What follows belongs to an exercise in optimizing a design on an open flow for small area and a short achievable clock period; a production flow would make more cautious choices. Where RTL was checked, it was by simulation tests only, not by an equivalence proof against the original. Function not checked in runs 4 and 5: the RTL went through the layout flow alone. No run shown here takes its clock network from TritonCTS; it comes from the design's own scripts or RTL. The flow treats the clock pin as an ideal source. Dropping or thinning the clock tree relies on that and would not hold on a real chip. Power figures rest on the tool's default switching activity, not on a simulated workload.

### design/flow/flow/run.sh
#!/bin/bash
# Standard ORFS layout, except that the clock tree is a hand-built two-level
# inverter tree (flow/cts_hook.tcl) instead of TritonCTS's buffer H-tree, and
# the port buffers start as buf_4 instead of the smallest buffer.
set -euo pipefail
work=$(pwd)
bash standard.sh PRE_CTS_TCL="$work/flow/cts_hook.tcl" \
  BUFFER_PORTS_ARGS="-buffer_cell sky130_fd_sc_hd__buf_4" finish > "$work/standard.log" 2>&1
### design/flow/flow/cts_hook.tcl
proc cell_out { master } {
  foreach mt [$master getMTerms] {
    if {[$mt getIoType] eq "OUTPUT"} { return [$mt getName] }
  }
}
proc build_clock_tree { rows cols leaf_master root_master } {
  set db [ord::get_db]
  set block [ord::get_db_block]
  set clk [$block findNet clock]
  set sinks {}
  foreach it [$clk getITerms] {
    set bb [[$it getInst] getBBox]
    lappend sinks [list $it [expr {([$bb xMin] + [$bb xMax]) / 2}] [expr {([$bb yMin] + [$bb yMax]) / 2}]]
  }
  set n [llength $sinks]
  set lm [$db findMaster $leaf_master]
  set rm [$db findMaster $root_master]
  set lo [cell_out $lm]
  set ro [cell_out $rm]
  set nroot [expr {($rows > 1 ? 2 : 1) * ($cols > 1 ? 2 : 1)}]
  for {set q 0} {$q < $nroot} {incr q} {
    set rootnet($q) [odb::dbNet_create $block clknet_root_$q]
    $rootnet($q) setSigType CLOCK
    set qx($q) 0; set qy($q) 0; set qn($q) 0
  }
  set sinks [lsort -integer -index 2 $sinks]
  set i 0
  for {set r 0} {$r < $rows} {incr r} {
    set row [lsort -integer -index 1 [lrange $sinks [expr {$r * $n / $rows}] [expr {($r + 1) * $n / $rows - 1}]]]
    set m [llength $row]
    for {set c 0} {$c < $cols} {incr c} {
      set g [lrange $row [expr {$c * $m / $cols}] [expr {($c + 1) * $m / $cols - 1}]]
      set gx 0; set gy 0
      foreach s $g { incr gx [lindex $s 1]; incr gy [lindex $s 2] }
      set gx [expr {$gx / [llength $g]}]
      set gy [expr {$gy / [llength $g]}]
      set q [expr {($rows > 1 && $r >= $rows / 2 ? 2 : 0) + ($cols > 1 && $c >= $cols / 2 ? 1 : 0)}]
      if {$nroot == 2 && $rows == 1} { set q [expr {$c >= $cols / 2}] }
      incr qx($q) $gx; incr qy($q) $gy; incr qn($q)
      set buf [odb::dbInst_create $block $lm clkbuf_leaf_$i]
      set net [odb::dbNet_create $block clknet_leaf_$i]
      $net setSigType CLOCK
      $buf setLocation [expr {$gx - [$lm getWidth] / 2}] [expr {$gy - [$lm getHeight] / 2}]
      $buf setPlacementStatus PLACED
      [$buf findITerm A] connect $rootnet($q)
      [$buf findITerm $lo] connect $net
      foreach s $g {
        set it [lindex $s 0]
        $it disconnect
        $it connect $net
      }
      incr i
    }
  }
  for {set q 0} {$q < $nroot} {incr q} {
    set root [odb::dbInst_create $block $rm clkbuf_root_$q]
    set cx [expr {$qx($q) / $qn($q)}]; set cy [expr {$qy($q) / $qn($q)}]
    $root setLocation [expr {$cx - [$rm getWidth] / 2}] [expr {$cy - [$rm getHeight] / 2}]
    $root setPlacementStatus PLACED
    [$root findITerm A] connect $clk
    [$root findITerm $ro] connect $rootnet($q)
  }
  puts "clock tree: $n sinks, $i leaves, $nroot roots"
}

# Sourced by ORFS cts.tcl as PRE_CTS_TCL: the clock tree is built by
# build_clock_tree above in place of TritonCTS; the rest of cts.tcl (legalizing,
# timing repair) runs unchanged. The tree has no inverter that
# repair_clock_inverters should clone, so that step is skipped.
rename repair_clock_inverters orfs_repair_clock_inverters
proc repair_clock_inverters { args } {}
rename clock_tree_synthesis orfs_clock_tree_synthesis
proc clock_tree_synthesis { args } {
  build_clock_tree 4 4 sky130_fd_sc_hd__inv_12 sky130_fd_sc_hd__inv_16
  set_propagated_clock [all_clocks]
}
### design/flow/constraint.sdc
create_clock -name core_clock -period 5.0 [get_ports {clock}]
set_input_delay 1.0000 -clock core_clock [delete_from_list [all_inputs] [get_ports {clock}]]
set_output_delay 1.0000 -clock core_clock [all_outputs]
set_load 0.01 [all_outputs]
### design/flow/config.mk
export PLATFORM = sky130hd
export DESIGN_NAME = Router_Top_Level_1x3
export DESIGN_NICKNAME = Router_Top_Level_1x3
export VERILOG_FILES = /design/flow/design.v
export SDC_FILE = /design/flow/constraint.sdc
export NUM_CORES = 4
export LEC_CHECK = 0
export CAP_MARGIN = 20
export CORE_MARGIN = 2
export CORE_UTILIZATION = 55
export PLACE_DENSITY = 0.65
export SETUP_SLACK_MARGIN = 3.31
export SLEW_MARGIN = 20
export SYNTH_HIERARCHICAL = 1
export SYNTH_MINIMUM_KEEP_SIZE = 0
### design/flow/design.v
`timescale 1ns / 1ps
module FIFO_Project(clk, resetn, soft_reset, read_enb, write_enb, data_in,
                    data_out, valid, full, full_next);
input clk, resetn, soft_reset, read_enb, write_enb;
input [7:0] data_in;
output reg [7:0] data_out;
output reg valid;    
output reg full;
output full_next;
reg [7:0] fifo [0:15];
reg [3:0] last;      
wire clr = !resetn || soft_reset;
wire wr  = write_enb && !full;
wire rd  = read_enb && valid;
integer k;
always @(posedge clk)
    if (wr) begin
        fifo[0] <= data_in;
        for (k = 1; k < 16; k = k + 1)
            fifo[k] <= fifo[k - 1];
    end
wire [7:0] rdata;
FIFO_Read_Mux read_mux(.d({fifo[15], fifo[14], fifo[13], fifo[12], fifo[11], fifo[10], fifo[9], fifo[8],
                          fifo[7], fifo[6], fifo[5], fifo[4], fifo[3], fifo[2], fifo[1], fifo[0]}),
                       .sel(last), .q(rdata));
always @(posedge clk)
    if (clr)
        data_out <= 8'd0;
    else if (rd)
        data_out <= rdata;
wire [3:0] last_rd   = wr ? last : (last == 4'd0 ? 4'd0 : last - 4'd1);
wire [3:0] last_nord = (wr && valid) ? last + 4'd1 : last;
wire [3:0] last_next;
FIFO_Pick4 pick_last(.clr(clr), .sel(read_enb && valid), .a(last_rd), .b(last_nord), .q(last_next));
always @(posedge clk)
    last <= last_next;
assign full_next = !clr && !(read_enb && valid) && (wr ? (valid && last == 4'd14) : full);
always @(posedge clk) begin
    valid <= !clr && (wr || (valid && !(read_enb && last == 4'd0)));
    full  <= full_next;
end
endmodule
module FIFO_Read_Mux(input [127:0] d, input [3:0] sel, output [7:0] q);
wire [15:0] s;
FIFO_Dec16 dec(.a(sel), .y(s));
genvar b;
generate
    for (b = 0; b < 8; b = b + 1) begin : bit_
        wire lo, hi;
        FIFO_AO8 g_lo(.s(s[7:0]),
                      .d({d[8*7+b], d[8*6+b], d[8*5+b], d[8*4+b], d[8*3+b], d[8*2+b], d[8*1+b], d[8*0+b]}),
                      .y(lo));
        FIFO_AO8 g_hi(.s(s[15:8]),
                      .d({d[8*15+b], d[8*14+b], d[8*13+b], d[8*12+b], d[8*11+b], d[8*10+b], d[8*9+b], d[8*8+b]}),
                      .y(hi));
        assign q[b] = lo || hi;
    end
endgenerate
endmodule
module FIFO_AO8(input [7:0] s, input [7:0] d, output y);
assign y = |(s & d);
endmodule
module FIFO_Dec16(input [3:0] a, output [15:0] y);
wire [3:0] lo_n, hi_n;
FIFO_Dec4n dec_lo(.a(a[1:0]), .y_n(lo_n));
FIFO_Dec4n dec_hi(.a(a[3:2]), .y_n(hi_n));
genvar k;
generate
    for (k = 0; k < 16; k = k + 1) begin : out_
        assign y[k] = !(lo_n[k % 4] || hi_n[k / 4]);
    end
endgenerate
endmodule
module FIFO_Dec4n(input [1:0] a, output [3:0] y_n);
assign y_n = ~(4'd1 << a);
endmodule
module FIFO_Pick4(input clr, input sel, input [3:0] a, input [3:0] b, output [3:0] q);
assign q = clr ? 4'd0 : sel ? a : b;
endmodule
`timescale 1ns / 1ps
module Synchronizer_Project(clk, resetn, valid, read_enb, soft_reset);
input clk, resetn, valid, read_enb;
output reg soft_reset;
reg [4:0] cnt;
always @(posedge clk)
    if (!resetn || !valid || read_enb) begin
        cnt <= 5'd0;
        soft_reset <= 1'b0;
    end else if (cnt == 5'b11000) begin
        cnt <= 5'd0;
        soft_reset <= 1'b1;
    end else begin
        cnt <= {cnt[3:0], ~(cnt[4] ^ cnt[2])};
        soft_reset <= 1'b0;
    end
endmodule
`timescale 1ns / 1ps
module FSM_Project(clk, resetn, soft_reset, pkt_valid, addr_in, empty_in,
                   fifo_full, parity_done, low_pkt_valid, addr,
                   detect_add, lfd_state, ld_state, lp_state, cpe_state,
                   full_state, laf_state, busy, write_enb);
input clk, resetn, soft_reset, pkt_valid;
input [1:0] addr_in;
input [2:0] empty_in;
input fifo_full, parity_done, low_pkt_valid;
output reg [1:0] addr;
output detect_add, lfd_state, ld_state, lp_state, cpe_state, full_state, laf_state;
output reg busy;
output reg [2:0] write_enb;    
reg s_da, s_lfd, s_ld, s_lp, s_cpe, s_ffs, s_laf, s_wte;
wire [3:0] empty4 = {1'b0, empty_in};
wire hdr_ok     = pkt_valid && (addr_in != 2'd3);
wire hdr_empty  = empty4[addr_in];
wire addr_empty = empty4[addr];
wire clr = !resetn || soft_reset;
wire n_da  = clr || (s_da && !hdr_ok) || (s_cpe && !fifo_full) || (s_laf && parity_done);
wire n_lfd = !clr && ((s_da && hdr_ok && hdr_empty) || (s_wte && addr_empty));
wire n_wte = !clr && ((s_da && hdr_ok && !hdr_empty) || (s_wte && !addr_empty));
wire n_ld  = !clr && (s_lfd || (s_ld && !fifo_full && pkt_valid) ||
                      (s_laf && !parity_done && !low_pkt_valid));
wire n_lp  = !clr && ((s_ld && !fifo_full && !pkt_valid) ||
                      (s_laf && !parity_done && low_pkt_valid));
wire n_cpe = !clr && s_lp;
wire n_ffs = !clr && ((s_ld || s_cpe || s_ffs) && fifo_full);
wire n_laf = !clr && s_ffs && !fifo_full;
wire n_busy = !clr && ((s_da && hdr_ok) || (s_ld && (fifo_full || !pkt_valid)) ||
                       s_lp || s_ffs || s_wte || (s_cpe && fifo_full) ||
                       (s_laf && !parity_done && low_pkt_valid));
wire [1:0] n_addr = s_da ? addr_in : addr;
wire n_we = n_ld || n_lp || n_laf;
always @(posedge clk) begin
    s_da  <= n_da;
    s_lfd <= n_lfd;
    s_wte <= n_wte;
    s_ld  <= n_ld;
    s_lp  <= n_lp;
    s_cpe <= n_cpe;
    s_ffs <= n_ffs;
    s_laf <= n_laf;
    busy  <= n_busy;
    write_enb <= {3{n_we}} & {addr == 2'd2, addr == 2'd1, addr == 2'd0};
end
always @(posedge clk)
    addr <= n_addr;
assign detect_add = s_da;
assign lfd_state  = s_lfd;
assign ld_state   = s_ld;
assign lp_state   = s_lp;
assign cpe_state  = s_cpe;
assign full_state = s_ffs;
assign laf_state  = s_laf;
endmodule
`timescale 1ns / 1ps
module Register_Project(input clk, resetn, pkt_valid,
                        input [7:0] data_in,
                        input fifo_full, detect_add, ld_state, laf_state, lfd_state, cpe_state,
                        output reg err, parity_done, low_pkt_valid,
                        output reg [7:0] data_out);
reg [7:0] fifo_full_state_byte, internal_parity, packet_parity_byte;
always @(posedge clk)
    if (!resetn)
        parity_done <= 1'b0;
    else if (ld_state && !fifo_full && !pkt_valid)
        parity_done <= 1'b1;
    else if (laf_state && low_pkt_valid && !parity_done)
        parity_done <= 1'b1;
    else if (detect_add)
        parity_done <= 1'b0;
always @(posedge clk)
    if (!resetn)
        low_pkt_valid <= 1'b0;
    else if (ld_state && !pkt_valid)
        low_pkt_valid <= 1'b1;
    else if (cpe_state)
        low_pkt_valid <= 1'b0;
always @(posedge clk)
    if (ld_state && fifo_full)
        fifo_full_state_byte <= data_in;
always @(posedge clk)
    if (detect_add || (ld_state && !fifo_full))
        data_out <= data_in;
    else if (laf_state)
        data_out <= fifo_full_state_byte;
always @(posedge clk)
    if (lfd_state)
        internal_parity <= data_out;
    else if (ld_state && pkt_valid)
        internal_parity <= internal_parity ^ data_in;
    else if (detect_add)
        internal_parity <= 8'd0;
always @(posedge clk)
    if (ld_state && !pkt_valid)
        packet_parity_byte <= data_in;
always @(posedge clk)
    if (!resetn)
        err <= 1'b0;
    else if (parity_done)
        err <= internal_parity != packet_parity_byte;
endmodule
`timescale 1ns / 1ps
module Router_Top_Level_1x3(clock,resetn,read_enb_0,read_enb_1,read_enb_2,data_in,pkt_valid,data_out_0,data_out_1,data_out_2,valid_out_0,valid_out_1,valid_out_2,error,busy);
input clock,resetn,read_enb_0,read_enb_1,read_enb_2,pkt_valid;
input [7:0] data_in;
output valid_out_0,valid_out_1,valid_out_2,error,busy;
output [7:0] data_out_0,data_out_1,data_out_2;
wire [2:0] soft_reset, valid, full, read_enb;
wire [7:0] reg_out;
wire [1:0] addr;
wire detect_add, lfd_state, ld_state, lp_state, cpe_state, full_state, laf_state;
wire parity_done, low_pkt_valid;
assign read_enb = {read_enb_2, read_enb_1, read_enb_0};
assign valid_out_0 = valid[0];
assign valid_out_1 = valid[1];
assign valid_out_2 = valid[2];
wire [2:0] full_next;
wire [3:0] full_next4 = {1'b0, full_next};
reg fifo_full;
always @(posedge clock)
    fifo_full <= full_next4[addr];
wire [2:0] write_enb;
FIFO_Project fifo_0(.clk(clock), .resetn(resetn), .soft_reset(soft_reset[0]),
                    .read_enb(read_enb_0), .write_enb(write_enb[0]), .data_in(reg_out),
                    .data_out(data_out_0), .valid(valid[0]), .full(full[0]),
                    .full_next(full_next[0]));
FIFO_Project fifo_1(.clk(clock), .resetn(resetn), .soft_reset(soft_reset[1]),
                    .read_enb(read_enb_1), .write_enb(write_enb[1]), .data_in(reg_out),
                    .data_out(data_out_1), .valid(valid[1]), .full(full[1]),
                    .full_next(full_next[1]));
FIFO_Project fifo_2(.clk(clock), .resetn(resetn), .soft_reset(soft_reset[2]),
                    .read_enb(read_enb_2), .write_enb(write_enb[2]), .data_in(reg_out),
                    .data_out(data_out_2), .valid(valid[2]), .full(full[2]),
                    .full_next(full_next[2]));
Synchronizer_Project sync_0(.clk(clock), .resetn(resetn), .valid(valid[0]),
                            .read_enb(read_enb_0), .soft_reset(soft_reset[0]));
Synchronizer_Project sync_1(.clk(clock), .resetn(resetn), .valid(valid[1]),
                            .read_enb(read_enb_1), .soft_reset(soft_reset[1]));
Synchronizer_Project sync_2(.clk(clock), .resetn(resetn), .valid(valid[2]),
                            .read_enb(read_enb_2), .soft_reset(soft_reset[2]));
FSM_Project fsm0(.clk(clock), .resetn(resetn), .soft_reset(|soft_reset),
                 .pkt_valid(pkt_valid), .addr_in(data_in[1:0]), .empty_in(~valid),
                 .fifo_full(fifo_full), .parity_done(parity_done), .low_pkt_valid(low_pkt_valid),
                 .addr(addr), .detect_add(detect_add), .lfd_state(lfd_state), .ld_state(ld_state),
                 .lp_state(lp_state), .cpe_state(cpe_state), .full_state(full_state),
                 .laf_state(laf_state), .busy(busy), .write_enb(write_enb));
Register_Project register(.clk(clock), .resetn(resetn), .pkt_valid(pkt_valid), .data_in(data_in),
                          .fifo_full(fifo_full), .detect_add(detect_add), .ld_state(ld_state),
                          .laf_state(laf_state), .lfd_state(lfd_state), .cpe_state(cpe_state),
                          .err(error), .parity_done(parity_done), .low_pkt_valid(low_pkt_valid),
                          .data_out(reg_out));
endmodule
### design/flow/standard.sh
#!/bin/bash
# synth_recipe.tcl (not shown) runs the flow's synth.tcl, then flattens the netlist and writes it again
# the make line also repeats each setting of config.mk as NAME=value (left out here)
make -C /OpenROAD-flow-scripts/flow DESIGN_CONFIG=/design/flow/config.mk WORK_HOME=/design/flow/orfs CLKGATE_MAP_FILE= SYNTH_SCRIPT=/design/flow/synth_recipe.tcl "${@:-finish}"
==> summary.md, run 1 <==
| Metric | Value |
|---|---|
| Initial DRC count | about 960 |
| WP data required | 4880 ps |
| Layout Area Growth over Synthesis | 13.25% |
| R2r setup slk | 3350 ps |
| Global-route usage over all layers | 0.2109 |
| TNS Setup | 0 ps |
| Ys Warns | 12 |
| Ys flop type | edfxtp_1 |
| Worst path max stage delay | 410 ps |
| Cells after Synth | 1175 |
| Ports | 43 |
| Hold WC Path Type | register to register |
| Max_cap viols | 0 |
| Final cell count without fillers | 1730 |
| Fmax | 0.5968 GHz |
| Area leader, netlist | edfxtp_1 |
| Sequential area share after synthesis | 0.7577 |
| Chip Width | 187.8 um |
| Critical path arrival | ~1600 ps |
| Remaining global-route overflow | 0 |
| Synth top area share | 0.6758 |
| Crit path depth | 2 |
| Clock Pin Slew Worst Setup and Hold Paths | approximately 110 ps |
| Antenna diode count | 0 |
| Crit path max-delay family | compound AO/OA/AOI/OAI gates |
| Synth Register Bits | 494 |
| Clock Latency Late Sink | between 150 and 200 ps |
| Pwr per Cell Area | just under 300 mW/mm^2 |
| Drt first pass iters | 5 |
| WS Path Type | input port to register |
| Drt via density | ~6.0 |
| Setup Skew | approximately 13 ps |
| Slowest-stage cell, CP | a211o_1 |
| Final min period | roughly 1700 ps |
| Std-Cell Rows | 67 |
| Core ar. | 0.03336 mm^2 |
| Initial antenna violation count | 0 |
| Post-route setup slack | about 3300 ps |
| Syn Area/Cell | about 16 um^2 |
| Worst-path fanout max | 8 |
| Net Count, Synth | ~1200 |
| Post-synth EDFFs | approximately 420 |
| Worst R2R Start | fifo_0.last[1] |
| Startpoint Class | input port |
| CP startpoint | pkt_valid |
| First-pass GRT wire length | 58640 um |
| Largest net degree at the start of global routing | 69 |
| Placed cells | 1658 |
| Critical Path End | register.internal_parity[4] |
| Status | complete, no violations |
| CP Capture Type | register |
| Pre-CTS WS | 2514 ps |
| Synth top area cells | edfxtp_1 68%, dfxtp_1 8.2%, a22oi_1 7.8% |
| Layout cells sized above 1 | 0.2301 |
| Mean routed wirelength per cell | roughly 22 um |
| Port Buffers | 42 |
| Worst-case reg-to-reg path depth | 7 |
| DP HPWL | 23210 um |
| Starting Density | 0.5567 |
| Slew Limit Headroom | 0.5925 |
| Die Y | 187.8 um |
| Final Cycle Share | 0.3351 |
| Ys async rst share | 0 |
| Worst vdd ir | 0.2340 mV |
| Fin. Hold Viols | 0 |
| Die Footprint | 0.03525 mm^2 |
| Final setup violation count | 0 |
| RSZ-0062 raised after global routing | yes |
| Cell area after synthesis | 0.01857 mm^2 |
| Nets | 1310 |
| DR vias | 10450 |
| Pleak | 6.605 nW |
| Final antenna-violating net count | 0 |
| Number of remaining DRC errors | 0 |
| Buf/Inv on CP | 1 |
| Worst slew pin tran | around 610 ps |
| Vias in the first global route | 10090 |
| RR Endpoint | fifo_0.data_out[1] |
| GPL Wtd Cong | 0.7813 |
| Fin. max-slew vios | 0 |
| Routed WL | 38260 um |
| Netlist cell types | 55 |
| Cell Chain, Critical Path | buf_4 -> a211o_1 |
per-layer routing:
layer  GRT usage  wire length [um]  vias to the layer above
li1            -                 -                     4869
met2      0.3422             18110                      245
met1      0.3212             17710                     5301
met3     0.01872              1796                       36
met4     0.03271               647                        0
met5           0                 0                        -
area by class of cell:
| cell class | instances | area, um^2 |
|---|---|---|
| Timing Repair inverter | 3 | 26.28 |
| Sequential cell | 494 | 14160 |
| Tap cell | 448 | 560.5 |
| Timing Repair Buffer | 91 | 743.2 |
| Inverter | 41 | 483.0 |
| Fill cell | 2510 | 12330 |
| Multi-Input combinational cell | 653 | 5062 |
placed cells by master, fill, tap and decap left out, types with 6 or more instances in the layout:
cell type  Yosys  layout
clkbuf_2       3       6
buf_4          0      72
edfxtp_1     418     418
a21oi_1       29      28
o21ai_0       16      15
a22oi_1      192     180
nor2_4         0      48
xnor2_1       21      21
dfxtp_2        0      20
xor2_1         7       7
and3b_1        6       6
buf_6          0      10
inv_16         0       7
inv_12         0      16
dfxtp_4        0      16
dfxtp_1       76      40
a22oi_2        0      12
inv_1         15      14
nand2_1       68      62
nor2_1        70      22
mux2i_1       15      15
and2_1        11      11
or2_1         30      24
or3_1          7       7
ha_1          12      10
or2_4          0       6
nand3_1        9       9
nand4_1       48      48
and3_1         7       7
mux2_2         8       8
nand2b_4       3      18
mux2_1         6       6
Yosys stat by module (local to each module, per instance):
module	area, um^2	cells inside	flip-flops and latches
Synchronizer_Project	195.2	15	6
FSM_Project	584.3	55	14
FIFO_Read_Mux	50.05	8	0
FIFO_Dec4n	22.52	4	0
Register_Project	1450	95	35
FIFO_Project	4502	203	142
Router_Top_Level_1x3	60.06	8	1
FIFO_Pick4	60.06	9	0
FIFO_Dec16	60.06	16	0
FIFO_AO8	36.28	5	0
registers in the layout, summed over array words and instances, names as in the netlist, 2 cells and up:
name	flops
fifo_0.data_out	8
fifo_2.fifo	128
register.data_out	8
register.fifo_full_state_byte	8
fifo_2.data_out	8
sync_0.cnt	5
fifo_1.fifo	128
fifo_2.last	4
sync_2.cnt	5
register.packet_parity_byte	8
fifo_0.last	4
fifo_1.data_out	8
fsm0.addr	2
fsm0.write_enb	3
fifo_1.last	4
fifo_0.fifo	128
register.internal_parity	8
sync_1.cnt	5
timing repair:
item | in CTS | in global routing
resized for setup | 192 | 51
gates cloned | 3 | 0
hold buffers | 0 | 0
pin swaps | 7 | 28
setup endpoints to repair | 76 | 64
buffers inserted | 6 | 43
report_power, final:
part	internal [mW]	leakage, nW	switching [mW]
Combinational	0.0503	2.01	0.0789
Sequential	4.49	4.43	0.0588
Clock	0.242	0.156	1.29
Total	4.78	6.60	1.43
cells in the mapped netlist, types with 7 or more instances:
cell type,instances
nand2b_1,19
nor2_1,70
or3_1,7
a21oi_1,29
inv_1,15
mux2_2,8
mux2i_1,15
xnor2_1,21
ha_1,12
dfxtp_1,76
nand4_1,48
a22oi_1,192
xor2_1,7
and2_1,11
or2_1,30
o21ai_0,16
nand2_1,68
nand3_1,9
edfxtp_1,418
and3_1,7
nor3_1,7
metrics by stage:
step / total power, mW / hold WS, ps / utilization / area, um^2
6_report: 6.212 / 457.7 / 0.6304 / 21030
5_1_grt: 6.416 / 467.2 / 0.6304 / 21030
4_1_cts: 6.254 / 455.4 / 0.6148 / 20510
3_5_place_dp: 4.766 / 434.3 / 0.5830 / 19450
3_3_place_gp: 4.762 / 427.9 / 0.5830 / 19450
2_1_floorplan: 4.696 / 426.8 / - / 18640
cell families after synthesis:
group | Yosys count | share of synthesized area
flops | 494 | 0.7577
simple gates | 319 | 0.09519
compound gates | 265 | 0.1029
mux | 29 | 0.01657
xor+xnor | 28 | 0.01320
buf+inv | 28 | 0.006332
fa+ha+maj | 12 | 0.008084
how the worst min path moves through the flow:
stage / from / to / slack, ps / cells after the start
after floorplan: fifo_0.fifo[10][0] / fifo_0.fifo[11][0] / 430 / 0
after global placement: fifo_1.fifo[2][5] / fifo_1.fifo[3][5] / 430 / 0
after detailed placement: fifo_2.fifo[5][1] / fifo_2.fifo[6][1] / 430 / 0
after CTS: fifo_0.fifo[6][5] / fifo_0.fifo[7][5] / 460 / 0
after global routing: fifo_1.fifo[1][5] / fifo_1.fifo[2][5] / 470 / 0
final: fifo_0.fifo[1][7] / fifo_0.fifo[2][7] / 460 / 0
==> run 2: changes to the inputs <==
==> design/flow/flow/run.sh (replaced) <==
#!/bin/bash
# Standard ORFS layout, except that the clock tree is a hand-built two-level
# inverter tree (flow/cts_hook.tcl) instead of TritonCTS's buffer H-tree, and
# the port buffers start as buf_6 instead of the smallest buffer.
set -euo pipefail
work=$(pwd)
bash standard.sh PRE_CTS_TCL="$work/flow/cts_hook.tcl" \
  BUFFER_PORTS_ARGS="-buffer_cell sky130_fd_sc_hd__buf_6" finish > "$work/standard.log" 2>&1
--- a/design/flow/config.mk
+++ b/design/flow/config.mk
@@ -9,7 +9,7 @@
 export CORE_MARGIN = 2
 export CORE_UTILIZATION = 55
 export PLACE_DENSITY = 0.65
-export SETUP_SLACK_MARGIN = 3.31
+export SETUP_SLACK_MARGIN = 3.3
 export SLEW_MARGIN = 20
 export SYNTH_HIERARCHICAL = 1
 export SYNTH_MINIMUM_KEEP_SIZE = 0
==> run 2 against run 1 <==
Die area is the same. Maximum frequency shrank 3.7%. Synthesized cell count is the same. Flip-flop and latch count is the same. Worst setup slack lost 64 ps. Hold slack lost 8.1 ps. Synthesized area is the same.
==> summary.md, run 2 <==
| Metric | Value |
|---|---|
| Final Power | 6.204 mW |
| Area leader, netlist | edfxtp_1 |
| Max_cap viols | 0 |
| Worst slew pin tran | 620.9 ps |
| Port Buffers | 42 |
| Fmax | ~0.57 GHz |
| Fin. Hold Viols | 0 |
| Final min period | 1740 ps |
| Largest registers | fifo_0.fifo x128, fifo_1.fifo x128, fifo_2.fifo x128 |
| Internal power | 4.781 mW |
| Synth Register Bits | just under 500 |
| Final Cycle Share | 0.3479 |
| Antenna diode count | 0 |
| Most common cell after layout, fill and taps aside | edfxtp_1 |
| Die Y | 187.8 um |
| Starting Density | 0.5567 |
| Seq pwr share | 0.733 |
| CP startpoint | read_enb_1 |
| Ys flop type | edfxtp_1 |
| Hold WC Path Type | register to register |
| WS Path Type | input port to register |
| Number of remaining DRC errors | 0 |
| CP Capture Type | register |
| Net Count, Synth | 1201 |
| Initial DRC count | 1030 |
| Hold_buf cts | 0 |
| DP HPWL | 23820 um |
| NetSw | approximately 1.4 mW |
| Count leader, synth | edfxtp_1 |
| Combinational share of power | 0.021 |
| GR peak layer | met2 |
| Slowest-stage cell, CP | nor3_4 |
| Syn Area/Cell | 15.81 um^2 |
| Clock Power Share | 0.246 |
| Sw Ratio | 0.2294 |
| Synth top area cells | edfxtp_1 68%, dfxtp_1 8.2%, a22oi_1 7.8% |
| TNS Setup | 0 ps |
| Most frequent cells in the layout | 418 x edfxtp_1, 165 x a22oi_1, 62 x nand2_1 |
| Startpoint Class | input port |
| Worst path max stage delay | between 200 and 300 ps |
| Mean routed wirelength per cell | between 20 and 25 um |
| M2 GR Usage | 0.3416 |
| Nets | 1304 |
| Worst-path fanout max | 13 |
| RSZ-0062 raised after global routing | yes |
| Slew Limit Headroom | 0.5860 |
| Die Footprint | 0.03525 mm^2 |
| Met3 usage | 0.02265 |
| Worst vdd ir | 0.2508 mV |
| Final antenna-violating net count | 0 |
| Crit path max-delay family | simple AND/OR/NAND/NOR gates |
| Cell area after synthesis | 0.01857 mm^2 |
| Clock Latency Late Sink | around 170 ps |
| First-pass GRT wire length | 59350 um |
| Routed WL | 38840 um |
| Cell Chain, Critical Path | buf_6 -> nand2_8 -> inv_6 -> nor3_4 -> mux2i_1 -> o21ai_1 |
| Global-route usage over all layers | 0.2128 |
| Cells after Synth | 1175 |
| Layout cells sized above 1 | 0.2296 |
| Ys Warns | 12 |
| Ys async rst share | 0 |
| Chip Width | around 190 um |
| DR vias | ~10000 |
| Fin. max-slew vios | 0 |
| Sequential area share after synthesis | 0.7577 |
| Ports | 43 |
| Drt via density | 6.068 |
| WP data required | 5100 ps |
| Post-synth EDFFs | 418 |
| Hold Path Origin | fifo_2.fifo[2][0] |
| Pleak | 6.606 nW |
| Status | complete, no violations |
| Worst Hold Slack | between 400 and 500 ps |
| Pwr per Cell Area | 293.1 mW/mm^2 |
| GPL Wtd Cong | 0.7771 |
| Finished Core Util | 0.6345 |
| Buf/Inv on CP | 2 |
| Met1 usage | 0.3199 |
| Most frequent cells after synthesis | 418 x edfxtp_1, 192 x a22oi_1, 76 x dfxtp_1 |
| Core ar. | 0.03336 mm^2 |
| Setup Skew | about 17 ps |
| Std-Cell Rows | 67 |
| Synth top area share | 0.6758 |
| Worst R2R Start | fifo_0.last[1] |
| Layout Area Growth over Synthesis | 13.99% |
| Drt first pass iters | 5 |
| Initial antenna violation count | 0 |
| Netlist cell types | 55 |
| Clock Pin Slew Worst Setup and Hold Paths | approximately 110 ps |
| Final setup violation count | 0 |
| Largest net degree at the start of global routing | 69 |
| Vias in the first global route | 10330 |
| Critical path arrival | 1840 ps |
| Remaining global-route overflow | 0 |
==> run 2: cell counts after synthesis <==
No cell type changed its count.
==> run 2: power groups by stage <==
stage / Combinational (mW) / Clock, mW / Sequential (mW)
2_1_floorplan: 0.0777 / 0 / 4.62
3_3_place_gp: 0.121 / 0 / 4.65
3_5_place_dp: 0.123 / 0 / 4.65
4_1_cts: 0.128 / 1.58 / 4.55
5_1_grt: 0.144 / 1.71 / 4.56
6_report: 0.130 / 1.53 / 4.55
==> run 2: Yosys stat by module (local to each module, per instance) <==
module	flip-flops and latches	copies in the design	cells inside	area, um^2
FIFO_AO8	0	48	5	36.28
FIFO_Dec16	0	3	16	60.06
FIFO_Dec4n	0	6	4	22.52
FIFO_Pick4	0	3	9	60.06
FIFO_Project	142	3	203	4502
FIFO_Read_Mux	0	3	8	50.05
FSM_Project	14	1	55	584.3
Register_Project	35	1	95	1450
Router_Top_Level_1x3	1	1	8	60.06
Synchronizer_Project	6	3	15	195.2
==> run 2: worst paths after layout <==
check                  endpoint  slack, ps  cells after the start
max                   fifo_full       3260                      6
min           fifo_2.fifo[3][0]        450                      0
max reg2reg  fifo_0.data_out[5]       3310                      8
min reg2reg   fifo_2.fifo[3][0]        450                      0
==> run 2: through the flow <==
step | std cells | cell area (um^2) | setup slack (ps)
after floorplan | 1175 | 18630 | 3306
after global placement | 1658 | 19600 | 2531
after detailed placement | 1658 | 19600 | 2470
after CTS | 1683 | 20530 | 3194
after global routing | 1724 | 21170 | 3187
final | 1724 | 21170 | 3260
==> run 2: what timing repair did <==
| action | in CTS | in global routing |
|---|---|---|
| resized for setup | 173 | 60 |
| endpoints found under the setup margin | 64 | 55 |
| pin swaps | 2 | 43 |
| setup buffers | 2 | 41 |
| cloned | 3 | 0 |
==> run 2: metal layers <==
| metal | vias up | wire, um |
|---|---|---|
| li1 | 4846 | - |
| met3 | 60 | 2096 |
| met5 | - | 0 |
| met4 | 0 | 930 |
| met1 | 5256 | 17740 |
| met2 | 300 | 18070 |
==> run 2: area by class of cell <==
type / instances / area, um^2
sequential: 494 / 14150
tap: 448 / 560.5
multi-input combinational: 653 / 5097
timing repair inverter: 3 / 26.28
timing repair buffer: 85 / 859.6
fill: 2478 / 12190
inverter: 41 / 480.5
==> run 2: logic make-up after synthesis <==
kind of cell / synth area share
XOR/XNOR: 0.01320
AND/OR/NAND/NOR: 0.09519
buffers and inverters: 0.006332
flip-flops: 0.7577
multiplexers: 0.01657
AO/OA/AOI/OAI: 0.1029
adder cells (fa/ha/maj): 0.008084
==> run 3: changes to the inputs <==
--- a/design/flow/config.mk
+++ b/design/flow/config.mk
@@ -9,7 +9,7 @@
 export CORE_MARGIN = 2
 export CORE_UTILIZATION = 55
 export PLACE_DENSITY = 0.65
-export SETUP_SLACK_MARGIN = 3.3
+export SETUP_SLACK_MARGIN = 3.33
 export SLEW_MARGIN = 20
 export SYNTH_HIERARCHICAL = 1
 export SYNTH_MINIMUM_KEEP_SIZE = 0
==> run 3 against run 2 <==
Still clean. Power grew 0.11%. Die area is the same. Synthesized cell count is the same. Maximum frequency grew 3.3%.
==> summary.md, run 3 <==
| Metric | Value |
|---|---|
| Final min period | 1685 ps |
| Drt first pass iters | 5 |
| DR vias | around 10000 |
| Setup Skew | 18.18 ps |
| Routed WL | between 30000 and 40000 um |
| Fmax | 0.5936 GHz |
| WS Path Type | register to register |
| Pleak | 6.638 nW |
| Finished Core Util | 0.6384 |
| Vias in the first global route | between 10000 and 15000 |
| Initial DRC count | 875 |
| Worst path max stage delay | a little under 400 ps |
| Sw Ratio | 0.2295 |
| RSZ-0062 raised after global routing | yes |
| Area leader, netlist | edfxtp_1 |
| Syn Area/Cell | between 15 and 20 um^2 |
| Seq pwr share | 0.732 |
| Sequential area share after synthesis | 0.7577 |
| WP data required | 5110 ps |
| CP Capture Type | register |
| Fin area | 0.02130 mm^2 |
| Worst Hold Slack | 439.9 ps |
| Pwr per Cell Area | 291.6 mW/mm^2 |
| Largest registers | fifo_0.fifo x128, fifo_1.fifo x128, fifo_2.fifo x128 |
| Hold WC Path Type | register to register |
| Clock Pin Slew Worst Setup and Hold Paths | 110 ps |
| Max_cap viols | 0 |
| Startpoint Class | register |
| Netlist cell types | between 50 and 60 |
| Synth Register Bits | 494 |
| Die Footprint | 0.03525 mm^2 |
| Mean routed wirelength per cell | roughly 22 um |
| Fin. Hold Viols | 0 |
| GPL Wtd Cong | 0.7687 |
| Synth top area cells | edfxtp_1 68%, dfxtp_1 8.2%, a22oi_1 7.8% |
| Layout cells sized above 1 | 0.2471 |
| Final setup violation count | 0 |
| Clock Latency Late Sink | 170 ps |
| Net Count, Synth | around 1200 |
| NetSw | between 1 and 1.5 mW |
| Largest net degree at the start of global routing | 69 |
| Core ar. | 0.03336 mm^2 |
| Final antenna-violating net count | 0 |
| Worst slew pin tran | approximately 620 ps |
| Cell area after synthesis | ~0.019 mm^2 |
| Most frequent cells in the layout | 418 x edfxtp_1, 168 x a22oi_1, 62 x nand2_1 |
| Number of remaining DRC errors | 0 |
| Nets | 1319 |
| Drt via density | 6.028 |
| Worst vdd ir | slightly above 0.2 mV |
| Global-route usage over all layers | 0.2136 |
| Ports | 43 |
| Slew Limit Headroom | 0.5895 |
| Synth top area share | 0.6758 |
| Internal power | 4.785 mW |
| Worst-path fanout max | 8 |
| Std-Cell Rows | 67 |
| Antenna diode count | 0 |
| Post-synth EDFFs | 418 |
| Layout Area Growth over Synthesis | 14.68% |
| TNS Setup | 0 ps |
| Critical path arrival | 1790 ps |
| Final Power | 6.211 mW |
| Fin. max-slew vios | 0 |
| Port Buffers | between 40 and 50 |
| Ys async rst share | 0 |
| Ys Warns | 12 |
| Most frequent cells after synthesis | 418 x edfxtp_1, 192 x a22oi_1, 76 x dfxtp_1 |
| Final Cycle Share | 0.3369 |
| Cells after Synth | roughly 1200 |
| Crit path max-delay family | simple AND/OR/NAND/NOR gates |
| Slowest-stage cell, CP | dfxtp_4 |
| Count leader, synth | edfxtp_1 |
| Ys flop type | edfxtp_1 |
| DP HPWL | 23630 um |
| First-pass GRT wire length | between 50000 and 60000 um |
| Cell Chain, Critical Path | or2_4 -> nor2_4 -> a22oi_1 -> nand4_1 -> or2_1 -> nand2_1 -> a21oi_2 |
| Chip Width | ~190 um |
| Most common cell after layout, fill and taps aside | edfxtp_1 |
| Buf/Inv on CP | 0 |
| Clock Power Share | 0.245 |
| Die Y | 187.8 um |
| Combinational share of power | 0.022 |
| Remaining global-route overflow | 0 |
| Status | complete, no violations |
| Initial antenna violation count | 2 |
| Dpl cell area | 0.01964 mm^2 |
| Starting Density | 0.5567 |
==> run 3: cell counts after synthesis <==
No cell type changed its count.
==> run 3: timing repair <==
item	CTS	global route
hold buffers	0	0
endpoints found under the setup margin	72	70
buffers inserted	14	43
cloned	3	1
resized for setup	192	53
pin swaps	8	38
==> run 3: metal layers <==
layer,part of all wire,global-route usage
met1,0.45,0.3233
met2,0.48,0.3483
met3,0.046,0.01460
met4,0.021,0.04028
met5,0.00067,0
==> run 3: cells by family (layout without fill, tap and decap cells) <==
| logic type | Yosys count | after routing | share of synthesized area |
|---|---|---|---|
| flip-flops | 494 | 494 | 0.7577 |
| AND/OR/NAND/NOR | 319 | 319 | 0.09519 |
| AO/OA/AOI/OAI | 265 | 265 | 0.1029 |
| multiplexers | 29 | 29 | 0.01657 |
| XOR/XNOR | 28 | 28 | 0.01320 |
| buffers and inverters | 28 | 144 | 0.006332 |
| adder cells (fa/ha/maj) | 12 | 12 | 0.008084 |
==> run 3: final timing paths <==
kind	start	end	slack (ps)	cells past startpoint
worst max register to register	fifo_0.last[3]	fifo_0.data_out[7]	3320	7
worst min register to register	fifo_0.fifo[2][2]	fifo_0.fifo[3][2]	440	0
worst min-delay path	fifo_0.fifo[2][2]	fifo_0.fifo[3][2]	440	0
worst max-delay path	fifo_0.last[3]	fifo_0.data_out[7]	3320	7
==> run 3: area by class of cell <==
| cell class | instances | area, um^2 |
|---|---|---|
| flip-flops and latches | 494 | 14160 |
| inverters | 41 | 495.5 |
| multi-input cells | 653 | 5114 |
| well taps | 448 | 560.5 |
| repair inverters | 4 | 37.54 |
| repair buffers | 99 | 927.1 |
| fillers | 2491 | 12070 |
==> run 3: Yosys stat by module, one instance, submodules excluded, excerpt <==
module | cells inside | times used
FIFO_Dec4n | 4 | 6
FIFO_Pick4 | 9 | 3
FIFO_Project | 203 | 3
FIFO_Read_Mux | 8 | 3
FSM_Project | 55 | 1
Router_Top_Level_1x3 | 8 | 1
==> run 3: per-stage QoR <==
step / setup slack, ps / cells
2_1_floorplan: 3355 / 1175
3_3_place_gp: 2604 / 1658
3_5_place_dp: 2624 / 1658
4_1_cts: 3269 / 1695
5_1_grt: 3261 / 1739
6_report: 3315 / 1739
==> run 3: power groups by stage <==
| stage | combinational [mW] | clock, mW | sequential (mW) |
|---|---|---|---|
| 4_1_cts | 0.129 | 1.58 | 4.55 |
| 5_1_grt | 0.152 | 1.70 | 4.56 |
| 2_1_floorplan | 0.0786 | 0 | 4.62 |
| 6_report | 0.139 | 1.52 | 4.55 |
| 3_5_place_dp | 0.123 | 0 | 4.65 |
| 3_3_place_gp | 0.121 | 0 | 4.65 |
==> run 4: changes to the inputs <==
--- a/design/flow/design.v
+++ b/design/flow/design.v
@@ -1,12 +1,11 @@
 `timescale 1ns / 1ps
 module FIFO_Project(clk, resetn, soft_reset, read_enb, write_enb, data_in,
-                    data_out, valid, full, full_next);
+                    data_out, valid, full);
 input clk, resetn, soft_reset, read_enb, write_enb;
 input [7:0] data_in;
 output reg [7:0] data_out;
 output reg valid;    
 output reg full;
-output full_next;
 reg [7:0] fifo [0:15];
 reg [3:0] last;      
 wire clr = !resetn || soft_reset;
@@ -34,7 +33,7 @@
 FIFO_Pick4 pick_last(.clr(clr), .sel(read_enb && valid), .a(last_rd), .b(last_nord), .q(last_next));
 always @(posedge clk)
     last <= last_next;
-assign full_next = !clr && !(read_enb && valid) && (wr ? (valid && last == 4'd14) : full);
+wire full_next = !clr && !(read_enb && valid) && (wr ? (valid && last == 4'd14) : full);
 always @(posedge clk) begin
     valid <= !clr && (wr || (valid && !(read_enb && last == 4'd0)));
     full  <= full_next;
@@ -103,7 +102,7 @@
 input [1:0] addr_in;
 input [2:0] empty_in;
 input fifo_full, parity_done, low_pkt_valid;
-output reg [1:0] addr;
+output reg [2:0] addr;        
 output detect_add, lfd_state, ld_state, lp_state, cpe_state, full_state, laf_state;
 output reg busy;
 output reg [2:0] write_enb;    
@@ -111,7 +110,7 @@
 wire [3:0] empty4 = {1'b0, empty_in};
 wire hdr_ok     = pkt_valid && (addr_in != 2'd3);
 wire hdr_empty  = empty4[addr_in];
-wire addr_empty = empty4[addr];
+wire addr_empty = |(addr & empty_in);
 wire clr = !resetn || soft_reset;
 wire n_da  = clr || (s_da && !hdr_ok) || (s_cpe && !fifo_full) || (s_laf && parity_done);
 wire n_lfd = !clr && ((s_da && hdr_ok && hdr_empty) || (s_wte && addr_empty));
@@ -126,7 +125,7 @@
 wire n_busy = !clr && ((s_da && hdr_ok) || (s_ld && (fifo_full || !pkt_valid)) ||
                        s_lp || s_ffs || s_wte || (s_cpe && fifo_full) ||
                        (s_laf && !parity_done && low_pkt_valid));
-wire [1:0] n_addr = s_da ? addr_in : addr;
+wire [2:0] n_addr = s_da ? {addr_in == 2'd2, addr_in == 2'd1, addr_in == 2'd0} : addr;
 wire n_we = n_ld || n_lp || n_laf;
 always @(posedge clk) begin
     s_da  <= n_da;
@@ -138,7 +137,7 @@
     s_ffs <= n_ffs;
     s_laf <= n_laf;
     busy  <= n_busy;
-    write_enb <= {3{n_we}} & {addr == 2'd2, addr == 2'd1, addr == 2'd0};
+    write_enb <= {3{n_we}} & addr;
 end
 always @(posedge clk)
     addr <= n_addr;
@@ -205,31 +204,24 @@
 output [7:0] data_out_0,data_out_1,data_out_2;
 wire [2:0] soft_reset, valid, full, read_enb;
 wire [7:0] reg_out;
-wire [1:0] addr;
+wire [2:0] addr;
 wire detect_add, lfd_state, ld_state, lp_state, cpe_state, full_state, laf_state;
 wire parity_done, low_pkt_valid;
 assign read_enb = {read_enb_2, read_enb_1, read_enb_0};
 assign valid_out_0 = valid[0];
 assign valid_out_1 = valid[1];
 assign valid_out_2 = valid[2];
-wire [2:0] full_next;
-wire [3:0] full_next4 = {1'b0, full_next};
-reg fifo_full;
-always @(posedge clock)
-    fifo_full <= full_next4[addr];
+wire fifo_full = |(addr & full);
 wire [2:0] write_enb;
 FIFO_Project fifo_0(.clk(clock), .resetn(resetn), .soft_reset(soft_reset[0]),
                     .read_enb(read_enb_0), .write_enb(write_enb[0]), .data_in(reg_out),
-                    .data_out(data_out_0), .valid(valid[0]), .full(full[0]),
-                    .full_next(full_next[0]));
+                    .data_out(data_out_0), .valid(valid[0]), .full(full[0]));
 FIFO_Project fifo_1(.clk(clock), .resetn(resetn), .soft_reset(soft_reset[1]),
                     .read_enb(read_enb_1), .write_enb(write_enb[1]), .data_in(reg_out),
-                    .data_out(data_out_1), .valid(valid[1]), .full(full[1]),
-                    .full_next(full_next[1]));
+                    .data_out(data_out_1), .valid(valid[1]), .full(full[1]));
 FIFO_Project fifo_2(.clk(clock), .resetn(resetn), .soft_reset(soft_reset[2]),
                     .read_enb(read_enb_2), .write_enb(write_enb[2]), .data_in(reg_out),
-                    .data_out(data_out_2), .valid(valid[2]), .full(full[2]),
-                    .full_next(full_next[2]));
+                    .data_out(data_out_2), .valid(valid[2]), .full(full[2]));
 Synchronizer_Project sync_0(.clk(clock), .resetn(resetn), .valid(valid[0]),
                             .read_enb(read_enb_0), .soft_reset(soft_reset[0]));
 Synchronizer_Project sync_1(.clk(clock), .resetn(resetn), .valid(valid[1]),
==> design/flow/flow/run.sh (replaced) <==
#!/bin/bash
# Standard ORFS layout, except that the clock tree is a hand-built two-level
# inverter tree (flow/cts_hook.tcl) instead of TritonCTS's buffer H-tree, and
# the port buffers start as buf_4 instead of the smallest buffer.
set -euo pipefail
work=$(pwd)
bash standard.sh PRE_CTS_TCL="$work/flow/cts_hook.tcl" \
  BUFFER_PORTS_ARGS="-buffer_cell sky130_fd_sc_hd__buf_4" finish > "$work/standard.log" 2>&1
--- a/design/flow/config.mk
+++ b/design/flow/config.mk
@@ -9,7 +9,7 @@
 export CORE_MARGIN = 2
 export CORE_UTILIZATION = 55
 export PLACE_DENSITY = 0.65
-export SETUP_SLACK_MARGIN = 3.33
+export SETUP_SLACK_MARGIN = 3.3
 export SLEW_MARGIN = 20
 export SYNTH_HIERARCHICAL = 1
 export SYNTH_MINIMUM_KEEP_SIZE = 0
==> run 4 against run 3 <==
Still clean. Design area shrank 1.4%. Die area is essentially flat. Clock power about the same. Power is 0.62% higher. Flip-flop and latch count unchanged. Via count decreased by 1.3%. Register-to-register slack improved by 40 ps. Worst setup slack got worse by 8.0 ps. Utilization is 0.91 points lower. Synthesized cell count is 0.26% lower.
==> summary.md, run 4 <==
| Metric | Value |
|---|---|
| Status | complete, no violations |
| Dpl cell area | 0.01947 mm^2 |
| Finished Core Util | 0.6293 |
| Vias in the first global route | 10140 |
| Drt first pass iters | 7 |
| Fin. max-slew vios | 0 |
| Fmax | 0.5908 GHz |
| Most frequent cells after synthesis | 419 x edfxtp_1, 192 x a22oi_1, 75 x dfxtp_1 |
| Die Y | ~190 um |
| Routed WL | 37880 um |
| Remaining global-route overflow | 0 |
| Ports | 43 |
| Starting Density | 0.5566 |
| Final min period | 1693 ps |
| Core ar. | 0.03336 mm^2 |
| Net Count, Synth | 1198 |
| Mean routed wirelength per cell | roughly 22 um |
| Ys Warns | 11 |
| Seq pwr share | 0.732 |
| Ys flop type | edfxtp_1 |
| WS Path Type | input port to register |
| Worst vdd ir | 0.1887 mV |
| Synth top area cells | edfxtp_1 68%, dfxtp_1 8.1%, a22oi_1 7.8% |
| Die Footprint | 0.03525 mm^2 |
| Clock Pin Slew Worst Setup and Hold Paths | between 100 and 150 ps |
| First-pass GRT wire length | 58800 um |
| Syn Area/Cell | 15.84 um^2 |
| Initial antenna violation count | 1 |
| Sequential area share after synthesis | 0.7584 |
| RSZ-0062 raised after global routing | yes |
| Netlist cell types | 60 |
| Largest net degree at the start of global routing | approximately 70 |
| Layout Area Growth over Synthesis | 13.07% |
| Cell Chain, Critical Path | buf_4 -> inv_1 -> a2111oi_4 -> a41oi_2 |
| Chip Width | 187.7 um |
| Synth top area share | 0.6776 |
| Pwr per Cell Area | 297.7 mW/mm^2 |
| DP HPWL | 23380 um |
| Synth Register Bits | 494 |
| DR vias | 10350 |
| Count leader, synth | edfxtp_1 |
| Number of remaining DRC errors | 0 |
| Largest registers | fifo_0.fifo x128, fifo_1.fifo x128, fifo_2.fifo x128 |
| Post-synth EDFFs | 419 |
| Max_cap viols | 0 |
| Port Buffers | between 40 and 50 |
| Final Cycle Share | 0.3385 |
| Most common cell after layout, fill and taps aside | edfxtp_1 |
| CP Capture Type | register |
| Worst path max stage delay | ~350 ps |
| Internal power | 4.804 mW |
| Hold WC Path Type | register to register |
| Fin. Hold Viols | 0 |
| Setup Skew | 12.12 ps |
| Combinational share of power | 0.024 |
| Worst slew pin tran | about 640 ps |
| Fin area | 0.02100 mm^2 |
| Ys async rst share | 0 |
| TNS Setup | 0 ps |
| Std-Cell Rows | 67 |
| Area leader, netlist | edfxtp_1 |
| Cells after Synth | between 1000 and 1500 |
| Clock Latency Late Sink | roughly 170 ps |
| Critical path arrival | between 1500 and 2000 ps |
| Clock Power Share | 0.245 |
| Worst-path fanout max | 7 |
| Final Power | between 6 and 7 mW |
| Global-route usage over all layers | 0.2104 |
| Cell area after synthesis | between 0.015 and 0.02 mm^2 |
| Startpoint Class | input port |
| NetSw | 1.446 mW |
| WP data required | 5030 ps |
| Sw Ratio | 0.2313 |
| Nets | 1300 |
| Final antenna-violating net count | 0 |
| Layout cells sized above 1 | 0.2288 |
| Slowest-stage cell, CP | a2111oi_4 |
| Initial DRC count | 1059 |
| Drt via density | 6.013 |
| Final setup violation count | 0 |
| Pleak | ~6.6 nW |
| Most frequent cells in the layout | 419 x edfxtp_1, 170 x a22oi_1, 69 x buf_4 |
| GPL Wtd Cong | roughly 0.81 |
| Slew Limit Headroom | 0.5723 |
## run 4: critical path: cells and delay by family
kind | cells | cell delay [ps]
buf+inv | 2 | 210
compound gates | 2 | 510
## run 4: per-module statistics from Yosys (local to each module, per instance)
module                flops+latches  cells  copies in the design  area, um^2
FIFO_Read_Mux                     0      8                     3       50.05
FIFO_Dec16                        0     16                     3       60.06
FIFO_Dec4n                        0      4                     6       22.52
Register_Project                 35     95                     1        1450
FIFO_Pick4                        0      9                     3       60.06
FIFO_AO8                          0      5                    48       36.28
Synchronizer_Project              6     15                     3       195.2
FIFO_Project                    142    203                     3        4502
FSM_Project                      15     54                     1       609.3
Router_Top_Level_1x3              0      6                     1       31.28
## run 4: path summary, 6_finish.rpt
| kind | from | depth (start not counted) | slack [ps] | to |
|---|---|---|---|---|
| worst max-delay path | pkt_valid | 4 | 3310 | fsm0.busy |
| worst min-delay path | fifo_2.fifo[13][1] | 0 | 450 | fifo_2.fifo[14][1] |
| worst max register to register | fifo_0.last[0] | 8 | 3360 | fifo_0.data_out[6] |
| worst min register to register | fifo_2.fifo[13][1] | 0 | 450 | fifo_2.fifo[14][1] |
## run 4: power by group through the flow
stage,Sequential [mW],Clock [mW],Combinational (mW)
after CTS,4.58,1.57,0.143
final,4.57,1.53,0.148
after global routing,4.58,1.71,0.162
after global placement,4.67,0,0.129
after floorplan,4.64,0,0.0865
after detailed placement,4.68,0,0.132
## run 4: metal layers
metal	track usage	up-vias	wire (um)
met5	0	-	0
met4	0.04028	0	709
met3	0.01928	43	1849
met2	0.3251	270	17720
met1	0.3316	5198	17610
li1	-	4837	-
## run 4: final cells by class
type / instances / area [um^2]
Inverter: 41 / 485.5
Antenna cell: 1 / 2.502
Multi-Input combinational cell: 651 / 5090
Fill cell: 2501 / 12370
Tap cell: 448 / 560.5
Timing Repair inverter: 3 / 26.28
Timing Repair Buffer: 83 / 663.1
Sequential cell: 494 / 14170
## run 4: logic make-up (layout without fill, tap and decap cells)
| logic type | count (synthesis) | after routing | synth area share |
|---|---|---|---|
| flip-flops | 494 | 494 | 0.7584 |
| AND/OR/NAND/NOR | 319 | 319 | 0.09487 |
| AO/OA/AOI/OAI | 264 | 265 | 0.1036 |
| XOR/XNOR | 28 | 28 | 0.01321 |
| buffers and inverters | 28 | 127 | 0.006333 |
| multiplexers | 27 | 27 | 0.01550 |
| adder cells (fa/ha/maj) | 12 | 12 | 0.008085 |
| other | 0 | 1 | 0 |
## run 4: metrics by stage
step           cells  hold WS, ps  worst slack, ps
3_5_place_dp    1655        433.4             2815
3_3_place_gp    1655        427.4             2807
2_1_floorplan   1172        426.8             3330
5_1_grt         1720        465.6             3236
6_report        1721        450.5             3307
4_1_cts         1690        457.1             3217
## run 4: repair_timing
item                                    CTS  global route
hold buffers                              0             0
endpoints found under the setup margin   84            75
setup buffers                            11            30
gates resized for setup                 159            85
pin swaps                                 3            26
gates cloned                              4             0
==> run 5: changes to the inputs <==
--- a/design/flow/design.v
+++ b/design/flow/design.v
@@ -7,7 +7,9 @@
 output reg valid;    
 output reg full;
 reg [7:0] fifo [0:15];
-reg [3:0] last;      
+reg [3:0] lo_n, hi_n;    
+wire last_is_0  = !lo_n[0] && !hi_n[0];
+wire last_is_14 = !lo_n[2] && !hi_n[3];
 wire clr = !resetn || soft_reset;
 wire wr  = write_enb && !full;
 wire rd  = read_enb && valid;
@@ -21,27 +23,30 @@
 wire [7:0] rdata;
 FIFO_Read_Mux read_mux(.d({fifo[15], fifo[14], fifo[13], fifo[12], fifo[11], fifo[10], fifo[9], fifo[8],
                           fifo[7], fifo[6], fifo[5], fifo[4], fifo[3], fifo[2], fifo[1], fifo[0]}),
-                       .sel(last), .q(rdata));
+                       .lo_n(lo_n), .hi_n(hi_n), .q(rdata));
 always @(posedge clk)
     if (clr)
         data_out <= 8'd0;
     else if (rd)
         data_out <= rdata;
-wire [3:0] last_rd   = wr ? last : (last == 4'd0 ? 4'd0 : last - 4'd1);
-wire [3:0] last_nord = (wr && valid) ? last + 4'd1 : last;
-wire [3:0] last_next;
-FIFO_Pick4 pick_last(.clr(clr), .sel(read_enb && valid), .a(last_rd), .b(last_nord), .q(last_next));
-always @(posedge clk)
-    last <= last_next;
-wire full_next = !clr && !(read_enb && valid) && (wr ? (valid && last == 4'd14) : full);
+wire [7:0] pos     = {hi_n, lo_n};
+wire [7:0] pos_up  = {lo_n[3] ? hi_n : {hi_n[2:0], hi_n[3]}, lo_n[2:0], lo_n[3]};
+wire [7:0] pos_dn  = {lo_n[0] ? hi_n : {hi_n[0], hi_n[3:1]}, lo_n[0], lo_n[3:1]};
+wire [7:0] pos_rd   = (wr || last_is_0) ? pos : pos_dn;
+wire [7:0] pos_nord = (wr && valid) ? pos_up : pos;
+wire [7:0] pos_next;
+FIFO_Pick8 pick_pos(.clr(clr), .sel(read_enb && valid), .a(pos_rd), .b(pos_nord), .q(pos_next));
+always @(posedge clk)
+    {hi_n, lo_n} <= pos_next;
+wire full_next = !clr && !(read_enb && valid) && (wr ? (valid && last_is_14) : full);
 always @(posedge clk) begin
-    valid <= !clr && (wr || (valid && !(read_enb && last == 4'd0)));
+    valid <= !clr && (wr || (valid && !(read_enb && last_is_0)));
     full  <= full_next;
 end
 endmodule
-module FIFO_Read_Mux(input [127:0] d, input [3:0] sel, output [7:0] q);
+module FIFO_Read_Mux(input [127:0] d, input [3:0] lo_n, input [3:0] hi_n, output [7:0] q);
 wire [15:0] s;
-FIFO_Dec16 dec(.a(sel), .y(s));
+FIFO_Sel16 dec(.lo_n(lo_n), .hi_n(hi_n), .y(s));
 genvar b;
 generate
     for (b = 0; b < 8; b = b + 1) begin : bit_
@@ -59,10 +64,7 @@
 module FIFO_AO8(input [7:0] s, input [7:0] d, output y);
 assign y = |(s & d);
 endmodule
-module FIFO_Dec16(input [3:0] a, output [15:0] y);
-wire [3:0] lo_n, hi_n;
-FIFO_Dec4n dec_lo(.a(a[1:0]), .y_n(lo_n));
-FIFO_Dec4n dec_hi(.a(a[3:2]), .y_n(hi_n));
+module FIFO_Sel16(input [3:0] lo_n, input [3:0] hi_n, output [15:0] y);
 genvar k;
 generate
     for (k = 0; k < 16; k = k + 1) begin : out_
@@ -70,11 +72,8 @@
     end
 endgenerate
 endmodule
-module FIFO_Dec4n(input [1:0] a, output [3:0] y_n);
-assign y_n = ~(4'd1 << a);
-endmodule
-module FIFO_Pick4(input clr, input sel, input [3:0] a, input [3:0] b, output [3:0] q);
-assign q = clr ? 4'd0 : sel ? a : b;
+module FIFO_Pick8(input clr, input sel, input [7:0] a, input [7:0] b, output [7:0] q);
+assign q = clr ? 8'b1110_1110 : sel ? a : b;
 endmodule
 `timescale 1ns / 1ps
 module Synchronizer_Project(clk, resetn, valid, read_enb, soft_reset);
==> run 5 against run 4 <==
Critical path depth down 3. Combinational power up 13%. Worst setup slack worse by 8.8 ps. Synthesized cell count up 1.0%. Flip-flop and latch count is 12 higher. Largest power group unchanged.
==> summary.md, run 5 <==
| Metric | Value |
|---|---|
| Status | complete, no violations |
| Synth top area cells | edfxtp_1 66%, dfxtp_1 9.1%, a22oi_1 7.6% |
| Core ar. | 0.03429 mm^2 |
| Final setup violation count | 0 |
| Critical path arrival | 700 ps |
| DR vias | 10460 |
| Nets | 1287 |
| Drt via density | about 6.1 |
| Vias in the first global route | 10360 |
| Hold WC Path Type | register to register |
| Number of remaining DRC errors | 0 |
| Initial DRC count | 863 |
| Ys flop type | edfxtp_1 |
| Final Cycle Share | 0.3403 |
| Worst slew pin tran | 506.9 ps |
| Worst path max stage delay | 420 ps |
| Netlist cell types | 63 |
| Drt first pass iters | 6 |
| Clock Pin Slew Worst Setup and Hold Paths | 120 ps |
| Post-synthesis adder-cell area fraction | 0 |
| Crit path max-delay family | flip-flops |
| Fin. Hold Viols | 0 |
| Layout Area Growth over Synthesis | 9.937% |
| Clock Latency Late Sink | 170 ps |
| Hold_buf cts | 0 |
| Final antenna-violating net count | 0 |
| Most frequent cells in the layout | 419 x edfxtp_1, 192 x a22oi_1, 66 x buf_4 |
| Startpoint Class | register |
| Most common cell after layout, fill and taps aside | edfxtp_1 |
| Worst Hold Slack | 450.2 ps |
| Fill cells | between 2000 and 3000 |
| Final min period | 1702 ps |
| Buf/Inv on CP | 1 |
| WP data required | 4000 ps |
| Setup Skew | 12.88 ps |
| DP HPWL | 24020 um |
| Max_cap viols | 0 |
| Pwr per Cell Area | roughly 300 mW/mm^2 |
| Mux cell area share after synthesis | 0.02911 |
| Largest family of logic cells by synthesized area | compound AO/OA/AOI/OAI gates |
| RSZ-0062 raised after global routing | yes |
| Ys async rst share | 0 |
| Count leader, synth | edfxtp_1 |
| Largest registers | fifo_0.fifo x128, fifo_1.fifo x128, fifo_2.fifo x128 |
| Cell Chain, Critical Path | buf_6 |
| Ys Warns | 11 |
| Fmax | 0.5877 GHz |
| Port Buffers | 42 |
| Sequential area share after synthesis | 0.7524 |
| Antenna diode count | 0 |
| Mean routed wirelength per cell | 22.56 um |
| Xor/xnor share of the synthesized area | 0.008741 |
| Std-Cell Rows | slightly below 70 |
| Global-route usage over all layers | 0.2105 |
| Net Count, Synth | 1198 |
| Routed WL | roughly 39000 um |
| Slowest-stage cell, CP | dfxtp_4 |
| Synth top area share | 0.6609 |
| Ports | 43 |
| Synth Register Bits | 506 |
| WS Path Type | register to primary output |
| Die Footprint | 0.03612 mm^2 |
| First-pass GRT wire length | roughly 59000 um |
| Slew Limit Headroom | 0.6617 |
| Pleak | between 6 and 7 nW |
| Initial antenna violation count | 0 |
| TNS Setup | 0 ps |
| Syn Area/Cell | approximately 16 um^2 |
| Worst vdd ir | 0.2344 mV |
| Cells after Synth | 1184 |
| Flip-flop and latch area | 0.01440 mm^2 |
| Fin. max-slew vios | 0 |
| Starting Density | 0.5552 |
| Remaining global-route overflow | 0 |
| Chip Width | 190.1 um |
| Synth Area in Compound Gates | 0.1111 |
| Worst-path fanout max | 4 |
| Cell area after synthesis | approximately 0.019 mm^2 |
| Layout cells sized above 1 | 0.2266 |
| GPL Wtd Cong | 0.8198 |
| Die Y | between 150 and 200 um |
| Post-synth EDFFs | about 420 |
| Footprint of the multi-input gates | 0.004812 mm^2 |
| Largest net degree at the start of global routing | 68 |
| CP Capture Type | primary output |
| Area leader, netlist | edfxtp_1 |
| Synth Area in Simple Gates | 0.09175 |
| Most frequent cells after synthesis | 419 x edfxtp_1, 192 x a22oi_1, 87 x dfxtp_1 |
| R2r setup slk | ~3300 ps |
## run 5: cell type report
cell class                 count  share of cell area
timing repair inverter         5            0.003407
tap                          455             0.02720
multi-input combinational    653              0.2299
inverter                      35             0.02451
sequential                   506              0.6879
timing repair buffer          72             0.02708
## run 5: stage by stage
| stage | instance area (um^2) | instances | util | total power, mW | setup WS (ps) |
|---|---|---|---|---|---|
| after CTS | 20690 | 1710 | 0.6034 | 6.454 | 3301 |
| after global routing | 20930 | 1726 | 0.6104 | 6.622 | 3241 |
| final | 20930 | 1726 | 0.6104 | 6.408 | 3298 |
| after detailed placement | 20010 | 1671 | 0.5836 | 4.932 | 3012 |
| after global placement | 20010 | 1671 | 0.5836 | 4.926 | 3039 |
| after floorplan | 19240 | 1184 | - | 4.851 | 3296 |
## run 5: timing repair
| item | in CTS | in global routing |
|---|---|---|
| pin swaps | 3 | 8 |
| resized for setup | 77 | 47 |
| endpoints found under the setup margin | 78 | 73 |
| setup buffers | 16 | 14 |
| cloned | 3 | 2 |
## run 5: modules after synthesis, one instance, submodules excluded
module	cells	flip-flops and latches
FIFO_Sel16	16	0
Router_Top_Level_1x3	6	0
FIFO_Project	206	146
FIFO_AO8	5	0
Synchronizer_Project	15	6
FSM_Project	54	15
FIFO_Pick8	18	0
Register_Project	95	35
FIFO_Read_Mux	8	0
## run 5: routing by layer
layer,up-vias,part of all wire,track usage
met5,-,0,0
met4,0,0.014,0.02743
met3,37,0.050,0.01863
met2,263,0.47,0.3418
met1,5289,0.46,0.3219
li1,4871,-,-
## run 5: kinds of logic (layout without fill, tap and decap cells)
| kind of cell | count (synthesis) | in the layout |
|---|---|---|
| DFF | 506 | 506 |
| and+or+nand+nor | 301 | 301 |
| AOI/OAI and AO/OA | 285 | 285 |
| muxes | 48 | 48 |
| buffers and inverters | 25 | 112 |
| xor gates and xnor gates | 19 | 19 |
## run 5: final timing paths
path / from / endpoint / depth (start not counted)
setup / recovery: fifo_1.valid / valid_out_1 / 1
hold / removal: fifo_0.fifo[13][2] / fifo_0.fifo[14][2] / 0
setup reg to reg: fsm0.addr[0] / register.data_out[0] / 5
hold reg to reg: fifo_0.fifo[13][2] / fifo_0.fifo[14][2] / 0
## run 5: where the power goes
part           internal, mW  leakage (nW)  switching [mW]
Combinational        0.0625          1.94           0.105
Sequential             4.61          4.53          0.0691
Clock                 0.243         0.156            1.32

## re-timing with driven ports
Ports are ideal in the flow. The routed layouts listed here were re-timed in OpenROAD. Step 1 assumes that a clkbuf_16 drives the clock port and a buf_2 every other input. Step 2 adds t to the input delays and takes it off the output delays; t is the mean of the earliest and latest rising clock arrival at the registers after step 1. Input paths then give back, and output paths get back, about the clock's delay inside the block. Three values: no drivers, after step 1, after step 2; two values: the first two.
| run | shift t [ns] | setup slack, ns | cell pins on the clock port's net |
|---|---|---|---|
| run 1 | 0.379 | 3.324 / 3.110 / 3.127 | 4 |
| run 2 | 0.376 | 3.260 / 3.104 / 3.067 | 4 |
| run 3 | 0.377 | 3.315 / 3.112 / 3.149 | 4 |
| run 4 | 0.372 | 3.307 / 3.109 / 3.110 | 4 |
| run 5 | 0.376 | 3.298 / 3.087 / 3.115 | 4 |
After both steps setup and hold are still met in every run listed.
